This is an optimization exercise on Yosys and OpenROAD, whose aim is small area, a short achievable clock period and few clock cycles, not a production implementation.
Function was checked by simulation only, so behaviour that the tests miss may differ from the original.
Power and IR drop assume default switching activity.

`flow/config.mk`:
```
export PLATFORM = sky130hd
export DESIGN_NAME = my_cpu
export DESIGN_NICKNAME = my_cpu
export VERILOG_FILES = /design/flow/design.v
export SDC_FILE = /design/flow/constraint.sdc
export NUM_CORES = 4
export LEC_CHECK = 0
export CAP_MARGIN = 20
export CORE_MARGIN = 2
export CORE_UTILIZATION = 40
export SETUP_SLACK_MARGIN = 2.0
export SLEW_MARGIN = 20
```
`flow/constraint.sdc`:
```
create_clock -name core_clock -period 5.0 [get_ports {clk}]
set_input_delay 1.0000 -clock core_clock [delete_from_list [all_inputs] [get_ports {clk}]]
set_output_delay 1.0000 -clock core_clock [all_outputs]
set_load 0.01 [all_outputs]
```
`flow/design.v`:
```
module fastadd #(parameter N = 8)
(input [N-1:0] x, y,
input ci,
output [N-1:0] s);
reg [N:0] G, P;
integer i, d;
always @(*) begin
	G[0] = ci;
	P[0] = 1'b0;
	for (i = 0; i < N; i = i + 1) begin
		G[i+1] = x[i] & y[i];
		P[i+1] = x[i] ^ y[i];
	end
	for (d = 1; d <= N; d = d * 2)
		for (i = N; i >= d; i = i - 1) begin
			G[i] = G[i] | (P[i] & G[i-d]);
			P[i] = P[i] & P[i-d];
		end
end
assign s = x ^ y ^ G[N-1:0];
endmodule
module my_cpu(input clk, reset,
output [5:0] address,
output memWr,
output [7:0] writedata,
input [7:0] readdata, IN,
output [7:0] OUT,
output halt
);
reg [5:0] pc;
reg [7:0] a;
reg [7:0] outr;
reg [7:0] ir;       
reg       ev;       
reg       yi, yc;   
reg [7:0] rf [0:7];
reg       haltr;
reg       s_ldi, s_jmp, s_ldm, s_stm, s_dld, s_dst;
wire s_d   = s_dld | s_dst;
wire fetch = ~(s_ldi | s_jmp | s_ldm | s_stm | s_d | haltr);
assign address   = pc;
assign memWr     = s_dst;
assign writedata = a;
assign OUT       = outr;
assign halt      = haltr;
wire [3:0] eh = ir[7:4];
wire [2:0] er = ir[2:0];
reg  [7:0] rsel;
reg  [7:0] rv;
integer k;
always @(*) begin
	rv = 8'd0;
	for (k = 0; k < 8; k = k + 1)
		rv = rv | ({8{rsel[k]}} & rf[k]);
end
wire e_lda = ev & (eh == 4'h1);
wire e_sta = ev & (eh == 4'h2);
wire e_and = ev & (eh == 4'hA);
wire e_or  = ev & (eh == 4'hB);
wire e_add = ev & (eh == 4'hC);
wire e_sub = ev & (eh == 4'hD);
wire e_e   = ev & (eh == 4'hE) & ~ir[3] & ~(ir[2] & ir[1]);
wire e_not = e_e & (ir[2:0] == 3'd0);
wire e_inc = e_e & (ir[2:0] == 3'd1);
wire e_dec = e_e & (ir[2:0] == 3'd2);
wire e_shl = e_e & (ir[2:0] == 3'd3);
wire e_shr = e_e & (ir[2:0] == 3'd4);
wire e_ror = e_e & (ir[2:0] == 3'd5);
wire e_in  = ev & (ir == 8'hF0);
wire e_out = ev & (ir == 8'hF1);
wire e_aw = e_lda | e_and | e_or | e_add | e_sub | e_e | e_in;
wire       e_arith = e_add | e_sub | e_inc | e_dec;
wire [7:0] y = rv ^ {8{yi}};
wire [7:0] sum;
fastadd #(8) adder(a, y, yc, sum);
wire       a_mem = s_ldi | s_dld;
wire       a_hold = ~(e_aw | a_mem);
wire [7:0] ares = ({8{e_lda}} & rv)
                | ({8{e_and}} & (a & rv))
                | ({8{e_or}} & (a | rv))
                | ({8{e_arith}} & sum)
                | ({8{e_not}} & ~a)
                | ({8{e_shl}} & {a[6:0], 1'b0})
                | ({8{e_shr}} & {1'b0, a[7:1]})
                | ({8{e_ror}} & {a[0], a[7:1]})
                | ({8{e_in}} & IN)
                | ({8{a_mem}} & readdata)
                | ({8{a_hold}} & a);
always @(posedge clk)
	for (k = 0; k < 8; k = k + 1)
		if (e_sta & rsel[k])
			rf[k] <= a;
wire [3:0] fh = readdata[7:4];
wire       flo0 = (readdata[3:0] == 4'd0);
wire       f_br = (fh[3:2] == 2'b01 & fh[1]) | (fh[3:2] == 2'b10 & ~fh[1]);
wire       az = (a == 8'd0);
reg        f_take;
always @(*)
	case (fh)
		4'h7:    f_take = az;
		4'h8:    f_take = ~az;
		4'h9:    f_take = ~a[7] & (~flo0 | ~az);
		default: f_take = 1'b1;
	endcase
wire f_stall = f_br & (fh != 4'h6) & e_aw;
wire f_ldm  = (readdata == 8'h30);
wire f_stm  = (readdata == 8'h40);
wire f_ldi  = (readdata == 8'h50);
wire f_halt = (readdata == 8'hF2);
wire f_e    = ~f_br & ~f_ldm & ~f_stm & ~f_ldi & ~f_halt;
wire f_add  = (fh == 4'hC);
wire f_sub  = (fh == 4'hD);
wire f_inc  = (readdata == 8'hE1);
wire f_dec  = (readdata == 8'hE2);
wire f_go   = fetch & ~f_stall;
wire f_jabs = f_go & f_br & flo0 & f_take;      
wire f_skip = f_go & f_br & flo0 & ~f_take;     
wire f_jrel = f_go & f_br & ~flo0 & f_take;
wire f_next = f_go & ~f_halt & ~f_skip & ~f_jrel;
wire [5:0] pc1 = pc + 6'd1;
wire [5:0] pc2 = pc + 6'd2;
wire [5:0] pcrel;
fastadd #(6) reladd(pc1, {{3{readdata[3]}}, readdata[2:0] ^ {3{readdata[3]}}}, readdata[3], pcrel);
wire p_inc  = f_next | s_ldi;
wire p_rd   = s_jmp | s_ldm | s_stm;
wire p_hold = ~(p_inc | f_skip | f_jrel | p_rd | s_d);
wire [5:0] pcn = ({6{p_inc}} & pc1)
               | ({6{f_skip}} & pc2)
               | ({6{f_jrel}} & pcrel)
               | ({6{p_rd}} & readdata[5:0])
               | ({6{s_d}} & ir[5:0])
               | ({6{p_hold}} & pc);
always @(posedge clk) begin
	if (s_ldm | s_stm)
		ir <= {2'b00, pc1};
	else
		ir <= readdata;
	rsel <= (f_inc | f_dec) ? 8'd0 : (8'd1 << readdata[2:0]);
	yi <= f_sub | f_dec;
	yc <= f_sub | f_inc;
	if (reset) begin
		pc <= 6'd0;
		a <= 8'd0;
		outr <= 8'd0;
		ev <= 1'b0;
		haltr <= 1'b0;
		s_ldi <= 1'b0; s_jmp <= 1'b0; s_ldm <= 1'b0; s_stm <= 1'b0;
		s_dld <= 1'b0; s_dst <= 1'b0;
	end else begin
		a <= ares;
		pc <= pcn;
		if (e_out) outr <= a;
		ev    <= f_go & f_e;
		haltr <= haltr | (f_go & f_halt);
		s_ldi <= f_go & f_ldi;
		s_ldm <= f_go & f_ldm;
		s_stm <= f_go & f_stm;
		s_jmp <= f_jabs;
		s_dld <= s_ldm;
		s_dst <= s_stm;
	end
end
endmodule
```
`flow/run.sh`:
```
#!/bin/bash
# synth_recipe.tcl (not shown) runs the flow's synth.tcl, then flattens the netlist and writes it again
# the make line also repeats each setting of config.mk as NAME=value (left out here)
make -C /OpenROAD-flow-scripts/flow DESIGN_CONFIG=/design/flow/config.mk WORK_HOME=/design/flow/orfs CLKGATE_MAP_FILE= SYNTH_SCRIPT=/design/flow/synth_recipe.tcl finish
```
==> impl_metrics.tcl, run 1 <==
set metrics [dict create \
    status "finished clean" \
    cts_tree "done" \
    power_frac_clock_pct 33.7 \
    grt_pass1_wl_um 22900 \
    finish.utilization_pct 46.5 \
    p_comb_share_pct 15.2 \
    die_area_um2 14800 \
    endpoint_kind "flop" \
    cts-buffers-inserted 9 \
    seqPwrFrac_pct 51.1 \
    crit_fanout 9 \
    wire_per_inst_um 19.6 \
    place_congestion 0.841 \
    p_leak_nw 2.37 \
    timing.final.crit_share_pct 58.3 \
    start_util_pct 40.4 \
    ir_drop_mv 0.168 \
    antenna_found_initial 0 \
    cts-root-buf "clkbuf_16" \
    die_h_um 122 \
    layout-drive-gt1-share_pct 8.48 \
    grt.total_usage_pct 20.3 \
    final_area_um2 6390 \
    internal_power_mw 1.47 \
    die_x_um 122 \
    finClkSkew_ns 0.0154 \
    slowest_stage "dfxtp_1" \
    drt_iter0_markers 362 \
    worstHoldPathType "flop to flop" \
    num_rows 43 \
    overflow 0 \
    synth_edf_count 64 \
    tns_ns 0 \
    fin_nets 585 \
    area_growth_pct 15.1 \
    placed_area_um2 6100 \
    port_buffers 41 \
    ios 42 \
    clock_sinks 112 \
    ant_nets 0 \
    path_clk_slew_ns 0.08 \
    synth_cells 523 \
    num_antenna_cells 0 \
    cts_hold_buffers 0 \
    yosysSeqAreaShare_pct 52.0 \
    cp.required_ns 5.21 \
    p_switching_mw 0.560 \
    synth_async_sr_flop_share_pct 0 \
    yosys-top-cells-area "edfxtp_1, dfxtp_1, a22oi_1" \
    tightestPinTransition_ns 0.807 \
    yosysTopAreaCell "edfxtp_1" \
    hold_violations 0 \
    htree_levels 3 \
    dp_hpwl_um 10000 \
    synth_warnings 4 \
    synth-seq-cells 112 \
    start_kind "flop" \
    vias 4208 \
    drc_errors 0 \
    clock.fmax_ghz 0.343 \
    path_class "flop to flop" \
    wl_um 14400 \
    relSlewSlack_pct 45.7 \
    drv_cap 0 \
    core_um2 13700 \
    dr.pass1.iters 8 \
    worst_hold_slack_ns 0.474 \
    crit_arrival_ns 3.13 \
    min_period_ns 2.92 \
    netlist.area_leader.share_pct 34.6 \
    avgSynthCellArea_um2 10.6 \
    powerDensity_nw_per_um2 318 \
    critPathMaxStageDelay_ns 0.56 \
    rsz0062_at_grt "true" \
    syn_nets 558 \
    crit_family "compound AO/OA/AOI/OAI gates" \
    cts_buffer_depth 2 \
    path_cells "a22oi_1, nand4_1, xor2_1, ha_1, nor2b_1, o21ai_0, a21boi_1, o21a_1, or3_1, nand3_1, a41oi_1" \
    routed_via_density 5.73 \
    clk_latency_ns 0.36 \
    grt_max_degree 28 \
    swShare_pct 27.6 \
    grt_pass1_vias 4225 \
    synth.distinct_cells 65 \
    syn_area_um2 5550 \
    report.final.slew_viol_count 0 \
    critPathBufInv 0 \
    finalSetupViolCount 0 \
    ys.flop_type "edfxtp_1" \
]
cell type report:
class                           instances  area [µm²]
Clock buffer                            9         225
Tap cell                              180         225
Sequential cell                       112        2890
Clock inverter                          6        48.8
Inverter                               17        63.8
Timing Repair Buffer                   47         437
Multi-Input combinational cell        363        2500
Fill cell                            1319        7330
synthesized netlist by cell type (3+ instances only):
cell type and n:
dfxtp_1 48, nor4_1 4, nand3_1 9, ha_1 16, or2_2 3, edfxtp_1 64, nand2_1 32, a21oi_1 28
o21ai_1 6, mux2_2 4, a31oi_1 11, a22oi_1 39, inv_1 17, a22o_1 5, a221oi_1 5, nand4_1 9
a21o_1 7, xnor2_1 13, clkbuf_1 27, nor2b_1 6, a222oi_1 7, and2_1 10, o21ai_0 10, o211ai_1 3
nor3_1 11, or3_1 6, mux2i_1 7, o2111ai_1 3, nand2b_1 8, nor3_2 3, nor2_1 40, xor2_1 15
state kept, by name, indices dropped and copies added (netlist names), 6 cells and up:
register / cells
a: 8
ir: 8
outr: 8
pc: 6
rf: 64
rsel: 8
layer usage:
layer	GRT usage (%)	vias to the layer above	wire [µm]
met4	6.11	0	230
met2	34.5	127	7030
li1	-	2028	-
met5	0	-	0
met3	3.04	19	744
met1	26.9	2034	6400
repair_timing:
item | CTS | global route
gates resized for setup | 13 | 10
hold endpoints to repair | 0 | 0
pin swaps | 0 | 2
buffers inserted | 0 | 1
setup endpoints to repair | 6 | 8
placed cells by master (no fill, tap or decap), types with 4 or more instances in the layout:
cell	synthesis	layout
dlygate4sd2_1	0	5
a21oi_1	28	28
nor2b_1	6	6
a222oi_1	7	7
ha_1	16	16
nand2_1	32	32
edfxtp_1	64	64
mux2i_1	7	7
nand2b_1	8	8
a31oi_1	11	10
o21ai_0	10	10
mux2_2	4	4
xnor2_1	13	13
nand4_1	9	9
a221oi_1	5	5
clkdlybuf4s50_1	0	32
and2_1	10	10
o21ai_1	6	6
a22o_1	5	5
nand3_1	9	9
or3_1	6	6
nor2_1	40	40
dfxtp_1	48	45
a21o_1	7	7
inv_1	17	17
xor2_1	15	15
buf_4	0	6
clkbuf_16	0	9
nor3_1	11	11
a22oi_1	39	39
nor4_1	4	4
kinds of logic after synthesis:
kind of cell	Yosys count	synth area share, %
adders and majority gates	17	3.97
xor gates and xnor gates	28	4.42
AOI/OAI and AO/OA	146	18.6
DFF	112	52.0
and+or+nand+nor	161	15.7
muxes	11	2.07
buffers and inverters	48	3.29
power groups by stage:
stage	clock [mW]	sequential (mW)	combinational, mW
2_1_floorplan	0	1.04	0.211
3_3_place_gp	0	1.06	0.300
3_5_place_dp	0	1.06	0.304
4_1_cts	0.687	1.04	0.306
5_1_grt	0.719	1.04	0.341
6_report	0.685	1.04	0.309
worst paths after layout:
path	startpoint	to	slack [ns]	depth (start not counted)
min	s_stm	s_dst	0.47	1
max reg2reg	rsel[5]	a[5]	2.08	11
min reg2reg	s_stm	s_dst	0.47	1
max	rsel[5]	a[5]	2.08	11
through the flow:
step,std cells,total power [mW],setup WS (ns)
floorplan,523,1.25,2.03
CTS,733,2.03,2.02
global placement,718,1.36,1.38
global route,734,2.10,1.92
finish,734,2.03,2.08
detailed placement,718,1.36,1.27
Testbench counts, summed over its fixed seeds: cycles 27,619.
==> inputs of run 2 (changes only) <==
--- a/flow/config.mk
+++ b/flow/config.mk
@@ -8,5 +8,5 @@
 export CAP_MARGIN = 20
 export CORE_MARGIN = 2
 export CORE_UTILIZATION = 40
-export SETUP_SLACK_MARGIN = 2.0
+export SETUP_SLACK_MARGIN = 2.5
 export SLEW_MARGIN = 20
==> run 2 against run 1 <==
Net effect:
- sequential power about the same
- cell area rose by 6.7%
- clock power up about 10%
- die area unchanged
- wire length up 5.6%
- critical path depth unchanged
- non-clock buffer count increased by 19
- largest power group unchanged
- critical endpoint unchanged
- via count up 5.8%
- power is 6.7% higher
- fmax grew 8.7%
- combinational power rose by about 20%
==> impl_metrics.tcl, run 2 <==
set metrics [dict create \
    layout-drive-gt1-share_pct 21.1 \
    drt_iter0_markers 456 \
    critPathBufInv 0 \
    yosysSeqAreaShare_pct 52.0 \
    synth_common_cells "edfxtp_1, dfxtp_1, nor2_1" \
    clock_sinks 112 \
    internal_power_mw 1.56 \
    start_util_pct 40.4 \
    synth_edf_count 64 \
    synth_cells 523 \
    vias 4453 \
    crit_family "simple AND/OR/NAND/NOR gates" \
    synth_most_common_cell "edfxtp_1" \
    multi_input_area_um2 2700 \
    start_kind "flop" \
    grt_max_degree 21 \
    fill_cells 1262 \
    grt.total_usage_pct 21.1 \
    tns_ns 0 \
    regMostFlops "rf" \
    wire_per_inst_um 20.2 \
    wl_um 15200 \
    drv_cap 0 \
    report.final.slew_viol_count 0 \
    htree_levels 3 \
    synth_warnings 4 \
    path_cells "a22oi_2, nand4_1, xor2_2, ha_1, nor2b_4, o21ai_2, a21boi_2, o21a_1, or3_1, nand3_2, a41oi_1" \
    place_congestion 0.856 \
    path_class "flop to flop" \
    grt_pass1_wl_um 23700 \
    fin_ws_ns 2.32 \
    critPathMaxStageDelay_ns 0.39 \
    p_comb_share_pct 17.1 \
    routed_via_density 5.91 \
    die_h_um 122 \
    cts_tree "done" \
    finalSetupViolCount 0 \
    pre_cts_ws_ns 1.50 \
    ys.flop_type "edfxtp_1" \
    seqPwrFrac_pct 48.1 \
    yosysTopAreaCell "edfxtp_1" \
    slowest_stage "dfxtp_4" \
    fin_nets 604 \
    cts-root-buf "clkbuf_16" \
    syn_area_um2 5550 \
    synth_async_sr_flop_share_pct 0 \
    powerDensity_nw_per_um2 318 \
    layout_common_cells "edfxtp_1, nor2_1, nand2_1, a22oi_1, clkdlybuf4s50_1" \
    min_period_ns 2.68 \
    ios 42 \
    avgSynthCellArea_um2 10.6 \
    worstHoldPathType "flop to flop" \
    status "finished clean" \
    dp_hpwl_um 10100 \
    clock.fmax_ghz 0.373 \
    crit_arrival_ns 2.91 \
    ant_nets 0 \
    synth-seq-cells 112 \
    rsz0062_at_grt "true" \
    cts-buffers-inserted 9 \
    dr.pass1.iters 6 \
    timing.final.crit_share_pct 53.6 \
    num_rows 43 \
    core_um2 13700 \
    clk_latency_ns 0.36 \
    cp.required_ns 5.23 \
    power_frac_clock_pct 34.8 \
    endpoint_kind "flop" \
    die_x_um 122 \
    overflow 0 \
    final_common_cell "edfxtp_1" \
    crit_fanout 6 \
    swShare_pct 27.8 \
    yosys-top-cells-area "edfxtp_1, dfxtp_1, a22oi_1" \
    finClkSkew_ns 0.0132 \
    p_switching_mw 0.603 \
    die_area_um2 14800 \
    syn_nets 558 \
    num_antenna_cells 0 \
    tightestPinTransition_ns 0.690 \
    drc_errors 0 \
    area_growth_pct 22.9 \
    relSlewSlack_pct 53.6 \
    grt_pass1_vias 4252 \
    netlist.area_leader.share_pct 34.6 \
    ir_drop_mv 0.150 \
    path_clk_slew_ns 0.08 \
    antenna_found_initial 0 \
    synth.distinct_cells 65 \
    cts_buffer_depth 2 \
    p_leak_nw 2.53 \
    port_buffers 41 \
    largest_reg_flops 64 \
    regArea_um2 2930 \
    hold_violations 0 \
]
[run 2: cell types whose count changed in the layout (fill, tap and decap cells not counted), moves of 3 or more]
cell,before,now
a21oi_1,28,24
a21oi_2,0,3
a22oi_1,39,31
a22oi_2,0,8
buf_2,3,6
buf_4,6,23
buf_6,0,4
dfxtp_1,45,29
dfxtp_2,3,9
dfxtp_4,0,10
dlygate4sd2_1,5,1
ha_1,16,13
ha_4,0,3
o21ai_0,10,7
[run 2: final timing paths]
check | startpoint | endpoint | slack [ns] | cells after the start
setup / recovery | rsel[0] | a[5] | 2.32 | 11
setup reg to reg | rsel[0] | a[5] | 2.32 | 11
hold reg to reg | s_stm | s_dst | 0.48 | 1
hold / removal | s_stm | s_dst | 0.48 | 1
[run 2: layout make-up]
| type | instances | share of cell area, % |
|---|---|---|
| multi-input cells | 363 | 39.6 |
| flip-flops and latches | 112 | 43.0 |
| clock buffers | 9 | 3.30 |
| clock inverters | 6 | 1.23 |
| inverters | 17 | 1.08 |
| well taps | 180 | 3.30 |
| repair buffers | 66 | 8.50 |
[run 2: cell families after synthesis]
| family | share of synthesized area [%] |
|---|---|
| AND/OR/NAND/NOR | 15.7 |
| AO/OA/AOI/OAI | 18.6 |
| flip-flops | 52.0 |
| buffers and inverters | 3.29 |
| XOR/XNOR | 4.42 |
| adder cells (fa/ha/maj) | 3.97 |
| multiplexers | 2.07 |
[run 2: power groups by stage]
stage / clock network, mW / logic, mW / registers (mW)
after floorplan: 0 / 0.232 / 1.04
after global placement: 0 / 0.314 / 1.06
after detailed placement: 0 / 0.318 / 1.06
after CTS: 0.761 / 0.332 / 1.04
after global routing: 0.794 / 0.399 / 1.05
final: 0.754 / 0.371 / 1.04
[run 2: metal layers]
| layer | GRT usage (%) | vias to the layer above | wire length (µm) |
|---|---|---|---|
| li1 | - | 2066 | - |
| met1 | 28.9 | 2197 | 6540 |
| met2 | 33.8 | 163 | 7480 |
| met3 | 4.03 | 27 | 955 |
| met4 | 6.90 | 0 | 246 |
| met5 | 0 | - | 0 |
[run 2: through the flow]
stage	total power, mW	cell area [µm²]	hold slack [ns]	instances	utilization [%]
floorplan	1.27	5680	0.444	523	-
global placement	1.38	6170	0.464	717	45.0
detailed placement	1.38	6170	0.467	717	45.0
CTS	2.14	6630	0.481	742	48.4
global route	2.24	6820	0.495	753	49.7
finish	2.17	6820	0.476	753	49.7
[run 2: what timing repair did]
action                                  in CTS  in global routing
endpoints found under the setup margin      26                 34
setup buffers                               10                 11
hold buffers                                 0                  0
gates resized for setup                     73                 36
pin swaps                                   19                 25
==> inputs of run 3 (changes only) <==
==> flow/flow/run.sh (new file) <==
#!/bin/bash
# Standard layout, but with plain buffers on the ports instead of the
# delay-cell buffers buffer_ports picks by default.
set -euo pipefail
export BUFFER_PORTS_ARGS="-buffer_cell sky130_fd_sc_hd__buf_1"
bash standard.sh > standard.log 2>&1
==> flow/standard.sh (new file) <==
#!/bin/bash
# synth_recipe.tcl (not shown) runs the flow's synth.tcl, then flattens the netlist and writes it again
# the make line also repeats each setting of config.mk as NAME=value (left out here)
make -C /OpenROAD-flow-scripts/flow DESIGN_CONFIG=/design/flow/config.mk WORK_HOME=/design/flow/orfs CLKGATE_MAP_FILE= SYNTH_SCRIPT=/design/flow/synth_recipe.tcl "${@:-finish}"
removed: flow/run.sh
==> run 3 against run 2 <==
Net effect:
- still clean
- non-clock buffer count shrank 1
- count of clock-buffer cells in the layout is the same
- final cell count is the same
- sequential power is essentially flat
- wire length shrank 4.5%
- die area is the same
- worst hold slack lost 0.0069 ns
- largest cell class unchanged
==> impl_metrics.tcl, run 3 <==
set metrics [dict create \
    vias 4400 \
    fin_nets 603 \
    area_growth_pct 17.8 \
    worstHoldPathType "flop to flop" \
    worst_hold_slack_ns 0.469 \
    regArea_um2 2910 \
    slowest_stage "dfxtp_4" \
    ir_drop_mv 0.190 \
    start_util_pct 40.4 \
    powerDensity_nw_per_um2 318 \
    finalSetupViolCount 0 \
    finish.utilization_pct 47.7 \
    status "finished clean" \
    num_antenna_cells 0 \
    grt_pass1_vias 4190 \
    crit_fanout 9 \
    num_rows 43 \
    hold_violations 0 \
    clock_sinks 112 \
    cts_tree "done" \
    regMostFlops "rf" \
    synth.distinct_cells 65 \
    start_kind "flop" \
    critPathMaxStageDelay_ns 0.39 \
    antenna_found_initial 0 \
    relSlewSlack_pct 50.2 \
    die_h_um 122 \
    grt.total_usage_pct 20.6 \
    dp.cells 719 \
    port_buffers 41 \
    clk_latency_ns 0.36 \
    cp.required_ns 5.22 \
    dp_hpwl_um 10000 \
    ys.flop_type "edfxtp_1" \
    cts_buffer_depth 2 \
    p_total_mw 2.08 \
    yosysTopAreaCell "edfxtp_1" \
    crit_arrival_ns 2.85 \
    p_leak_nw 2.40 \
    largest_reg_flops 64 \
    finClkSkew_ns 0.00821 \
    netlist.area_leader.share_pct 34.6 \
    cts-buffers-inserted 9 \
    yosys-top-cells-area "edfxtp_1, dfxtp_1, a22oi_1" \
    drc_errors 0 \
    syn_area_um2 5550 \
    power_frac_clock_pct 34.0 \
    timing.final.crit_share_pct 52.7 \
    syn_nets 558 \
    path_class "flop to flop" \
    final_area_um2 6540 \
    path_cells "a22oi_2, nand4_1, xor2_1, ha_1, nor2b_4, o21ai_2, a21boi_2, o21a_1, or3_1, nand3_2, a41oi_1" \
    internal_power_mw 1.49 \
    p_switching_mw 0.590 \
    synth-seq-cells 112 \
    fin_ws_ns 2.37 \
    ios 42 \
    ant_nets 0 \
    seqPwrFrac_pct 49.9 \
    grt_pass1_wl_um 23300 \
    swShare_pct 28.4 \
    path_clk_slew_ns 0.07 \
    synth_cells 523 \
    grt_max_degree 28 \
    wl_um 14500 \
    die_area_um2 14800 \
    synth_edf_count 64 \
    final_common_cell "edfxtp_1" \
    endpoint_kind "flop" \
    die_x_um 122 \
    place_congestion 0.900 \
    synth_async_sr_flop_share_pct 0 \
    layout-drive-gt1-share_pct 19.2 \
    dr.pass1.iters 5 \
    placed_area_um2 5930 \
    drt_iter0_markers 424 \
    pre_cts_ws_ns 1.79 \
    overflow 0 \
    p_comb_share_pct 16.2 \
    drv_cap 0 \
    tns_ns 0 \
    synth_most_common_cell "edfxtp_1" \
    fill_cells 1258 \
    clock.fmax_ghz 0.380 \
    avgSynthCellArea_um2 10.6 \
    report.final.slew_viol_count 0 \
    cts-root-buf "clkbuf_16" \
    cts_hold_buffers 0 \
    htree_levels 3 \
    finalNonFillerCells 753 \
    min_period_ns 2.63 \
    yosysSeqAreaShare_pct 52.0 \
    wire_per_inst_um 19.3 \
    routed_via_density 5.84 \
    multi_input_area_um2 2670 \
    core_um2 13700 \
    synth_common_cells "edfxtp_1, dfxtp_1, nor2_1" \
    synth_warnings 4 \
    layout_common_cells "edfxtp_1, nor2_1, dfxtp_1, buf_1, a22oi_1" \
    tightestPinTransition_ns 0.740 \
    rsz0062_at_grt "true" \
]
## run 3: cell counts after synthesis
Identical to the previous run, type by type.
## run 3: kinds of logic (layout without fill, tap and decap cells)
kind of cell | after synthesis | in the layout | share of synthesized area (%)
simple gates | 161 | 161 | 15.7
mux | 11 | 11 | 2.07
flops | 112 | 112 | 52.0
compound gates | 146 | 146 | 18.6
buf+inv | 48 | 98 | 3.29
xor+xnor | 28 | 28 | 4.42
fa+ha+maj | 17 | 17 | 3.97
## run 3: per-layer routing
layer / routed length, µm / up-vias / track usage [%]
met4: 237 / 0 / 6.32
met5: 0 / - / 0
met2: 6950 / 178 / 32.3
li1: - / 2065 / -
met1: 6420 / 2134 / 29.4
met3: 918 / 23 / 3.37
## run 3: final timing paths
kind	startpoint	endpoint	slack, ns	cells after the start
hold reg to reg	s_stm	s_dst	0.47	1
setup reg to reg	rsel[5]	a[5]	2.37	11
hold / removal	s_stm	s_dst	0.47	1
setup / recovery	rsel[5]	a[5]	2.37	11
## run 3: what timing repair did
action | CTS | global route
gates resized for setup | 41 | 14
pin swaps | 27 | 16
endpoints found under the setup margin | 12 | 14
buffers inserted | 17 | 1
## run 3: worst max-delay path, delay by kind of cell (launching register included)
family,cells,cell delay [ns]
simple gates,4,0.78
compound gates,5,0.75
flops,1,0.39
fa+ha+maj,1,0.35
xor+xnor,1,0.22
## run 3: cell type report
type	instances	share of cell area [%]
Tap cell	180	3.44
Clock buffer	9	3.44
Sequential cell	112	44.5
Multi-Input combinational cell	363	40.8
Clock inverter	7	1.05
Inverter	17	1.13
Timing Repair Buffer	65	5.63
## run 3: power groups by stage
stage,Sequential [mW],Clock (mW),Combinational [mW]
floorplan,1.04,0,0.232
global placement,1.06,0,0.295
detailed placement,1.06,0,0.299
CTS,1.04,0.722,0.325
global route,1.04,0.761,0.368
finish,1.04,0.706,0.336
==> inputs of run 4 (changes only) <==
==> flow/flow/run.sh (replaced) <==
#!/bin/bash
# Standard layout, but with plain buffers on the ports instead of the
# delay-cell buffers buffer_ports picks by default.
set -euo pipefail
export BUFFER_PORTS_ARGS="-buffer_cell sky130_fd_sc_hd__buf_2"
bash standard.sh > standard.log 2>&1
==> run 4 against run 3 <==
Net effect:
- clock power is 2% higher
- sequential power hardly changed
- final cell count is 0.93% higher
- flip-flop and latch count stayed put
- critical endpoint unchanged
- highest routed layer unchanged
==> impl_metrics.tcl, run 4 <==
set metrics [dict create \
    status "finished clean" \
    place_congestion 0.866 \
    clk_latency_ns 0.36 \
    syn_nets 558 \
    wl_um 15000 \
    synth-seq-cells 112 \
    yosysTopAreaCell "edfxtp_1" \
    placed_area_um2 5970 \
    die_x_um 122 \
    antenna_found_initial 0 \
    drc_errors 0 \
    finalSetupViolCount 0 \
    worstReg2RegEnd "a[5]" \
    cts_hold_buffers 0 \
    synth_common_cells "edfxtp_1, dfxtp_1, nor2_1" \
    min_period_ns 2.69 \
    hold_violations 0 \
    path_clk_slew_ns 0.08 \
    yosysSeqAreaShare_pct 52.0 \
    crit_fanout 9 \
    clock_sinks 112 \
    drt_iter0_markers 343 \
    grt_pass1_vias 4092 \
    cts-root-buf "clkbuf_16" \
    cts-buffers-inserted 9 \
    ant_nets 0 \
    reg2reg_from "rsel[6]" \
    path_class "flop to flop" \
    finalNonFillerCells 760 \
    finish.utilization_pct 49.3 \
    ios 42 \
    path_cells "a22oi_2, nand4_1, xor2_2, ha_1, nor2b_4, o21ai_2, a21boi_2, o21a_1, or3_4, nand3_2, a41oi_2" \
    slowest_stage "dfxtp_2" \
    powerDensity_nw_per_um2 313 \
    die_area_um2 14800 \
    regArea_um2 2910 \
    p_total_mw 2.12 \
    endpoint_kind "flop" \
    p_leak_nw 2.59 \
    synth_edf_count 64 \
    pre_cts_ws_ns 2.06 \
    drv_cap 0 \
    area_growth_pct 22.0 \
    multi_input_area_um2 2750 \
    overflow 0 \
    r2r_slack_ns 2.31 \
    syn_area_um2 5550 \
    report.final.slew_viol_count 0 \
    final_area_um2 6770 \
    vias 4485 \
    core_um2 13700 \
    fin_ws_ns 2.31 \
    ir_drop_mv 0.146 \
    grt.total_usage_pct 20.3 \
    yosys-top-cells-area "edfxtp_1, dfxtp_1, a22oi_1" \
    timing.final.crit_share_pct 53.7 \
    htree_levels 3 \
    crit_arrival_ns 2.91 \
    netlist.area_leader.share_pct 34.6 \
    cts_buffer_depth 2 \
    clock.fmax_ghz 0.372 \
    start_kind "flop" \
    synth_most_common_cell "edfxtp_1" \
    ys.flop_type "edfxtp_1" \
    hp-start "s_stm" \
    routed_via_density 5.90 \
    wire_per_inst_um 19.8 \
    fill_cells 1241 \
    tightestPinTransition_ns 0.789 \
    num_rows 43 \
    fin_nets 610 \
    relSlewSlack_pct 47.3 \
    layout-drive-gt1-share_pct 27.2 \
    dp.cells 718 \
    whs_path_depth 1 \
    regMostFlops "rf" \
    synth.distinct_cells 65 \
    cts_tree "done" \
    avgSynthCellArea_um2 10.6 \
    worstHoldPathType "flop to flop" \
    synth_warnings 4 \
    whs_endpoint "s_dst" \
    tns_ns 0 \
    layout_common_cells "edfxtp_1, nor2_1, dfxtp_1, buf_2, a22oi_1" \
    dp_hpwl_um 10100 \
    final_common_cell "edfxtp_1" \
    synth_cells 523 \
    startpoint "rsel[6]" \
    port_buffers 41 \
    grt_pass1_wl_um 22700 \
    r2r_cells 11 \
    grt_max_degree 28 \
    die_h_um 122 \
    worst_hold_slack_ns 0.473 \
    finClkSkew_ns 0.00748 \
    cp.required_ns 5.22 \
    dr.pass1.iters 5 \
    largest_reg_flops 64 \
    start_util_pct 40.4 \
    num_antenna_cells 0 \
    critPathMaxStageDelay_ns 0.40 \
    synth_async_sr_flop_share_pct 0 \
    rsz0062_at_grt "true" \
]
-- run 4: changes by cell type in the layout (fill, tap and decap cells not counted), sizes merged --
cell      previous run  this run
buf                 65        71
clkinv               2         4
clkbuf               9        10
clkinvlp             1         0
inv                 21        20
-- run 4: worst max path at each step --
stage	endpoint	slack, ns	cells after the start
3_3_place_gp	pc[5]	2.10	9
5_1_grt	a[5]	2.23	11
3_5_place_dp	a[7]	2.06	7
6_report	a[5]	2.31	11
4_1_cts	a[5]	2.35	11
2_1_floorplan	pc[0]	2.41	10
-- run 4: cell type report --
type | count | area share, %
sequential | 112 | 43.0
multi-input combinational | 363 | 40.7
timing repair buffer | 72 | 7.29
clock buffer | 9 | 3.33
tap | 180 | 3.33
inverter | 17 | 1.31
clock inverter | 7 | 1.02
-- run 4: where the power goes --
part           leakage (nW)  internal [mW]  switching, mW
sequential            0.990          0.989         0.0466
combinational          1.46          0.167          0.200
clock                 0.145          0.355          0.362
-- run 4: logic make-up after synthesis --
kind of cell | share of synthesized area [%]
AND/OR/NAND/NOR | 15.7
buffers and inverters | 3.29
multiplexers | 2.07
adder cells (fa/ha/maj) | 3.97
flip-flops | 52.0
XOR/XNOR | 4.42
AO/OA/AOI/OAI | 18.6
-- run 4: repair_timing --
item	4_1_cts	5_1_grt
pin swaps	6	34
gates resized for setup	27	47
setup endpoints to repair	17	12
endpoints found under the hold margin	0	0
buffers inserted	10	16
-- run 4: routing by layer --
metal	part of all wire, %	GRT usage, %	up-vias
met4	2.7	7.76	0
li1	-	-	2087
met1	43	27.5	2191
met2	47	32.4	175
met5	0	0	-
met3	6.6	3.70	32
-- run 4: worst max-delay path, delay by kind of cell, from the launching register on --
kind | cells | cell delay, ns
xor+xnor | 1 | 0.22
compound gates | 5 | 0.76
fa+ha+maj | 1 | 0.36
simple gates | 4 | 0.80
flops | 1 | 0.40

## port drivers added, routing unchanged
How much do the figures lean on ideal ports? The routed layouts below were timed once more, with nothing changed but the port constraints. Step 1 (the two cells are an assumption about what drives the block):
set clk [get_ports {clk}]
set_driving_cell -lib_cell sky130_fd_sc_hd__clkbuf_16 $clk
set_driving_cell -lib_cell sky130_fd_sc_hd__buf_2 [delete_from_list [all_inputs] $clk]
Step 2 adds t to the input delays and takes it off the output delays; t is the mean of the earliest and latest rising clock arrival at the registers after step 1. Input paths then give back, and output paths get back, about the clock's delay inside the block. a / b / c = no drivers / after step 1 / after step 2; a / b = the first two.
| run | t (ns) | setup slack, ns | cell pins on the clock port's net |
|---|---|---|---|
| run 1 | 0.386 | 2.083 / 2.083 / 1.798 | 1 |
| run 2 | 0.393 | 2.318 / 2.318 / 2.218 | 1 |
| run 3 | 0.390 | 2.366 / 2.366 / 2.094 | 1 |
| run 4 | 0.397 | 2.313 / 2.313 / 2.127 | 1 |
After both steps setup and hold are still met in every run listed. For run 1, which loses most, drivers alone change the setup slack by 0.000 ns; drivers and shift together by -0.285 ns.
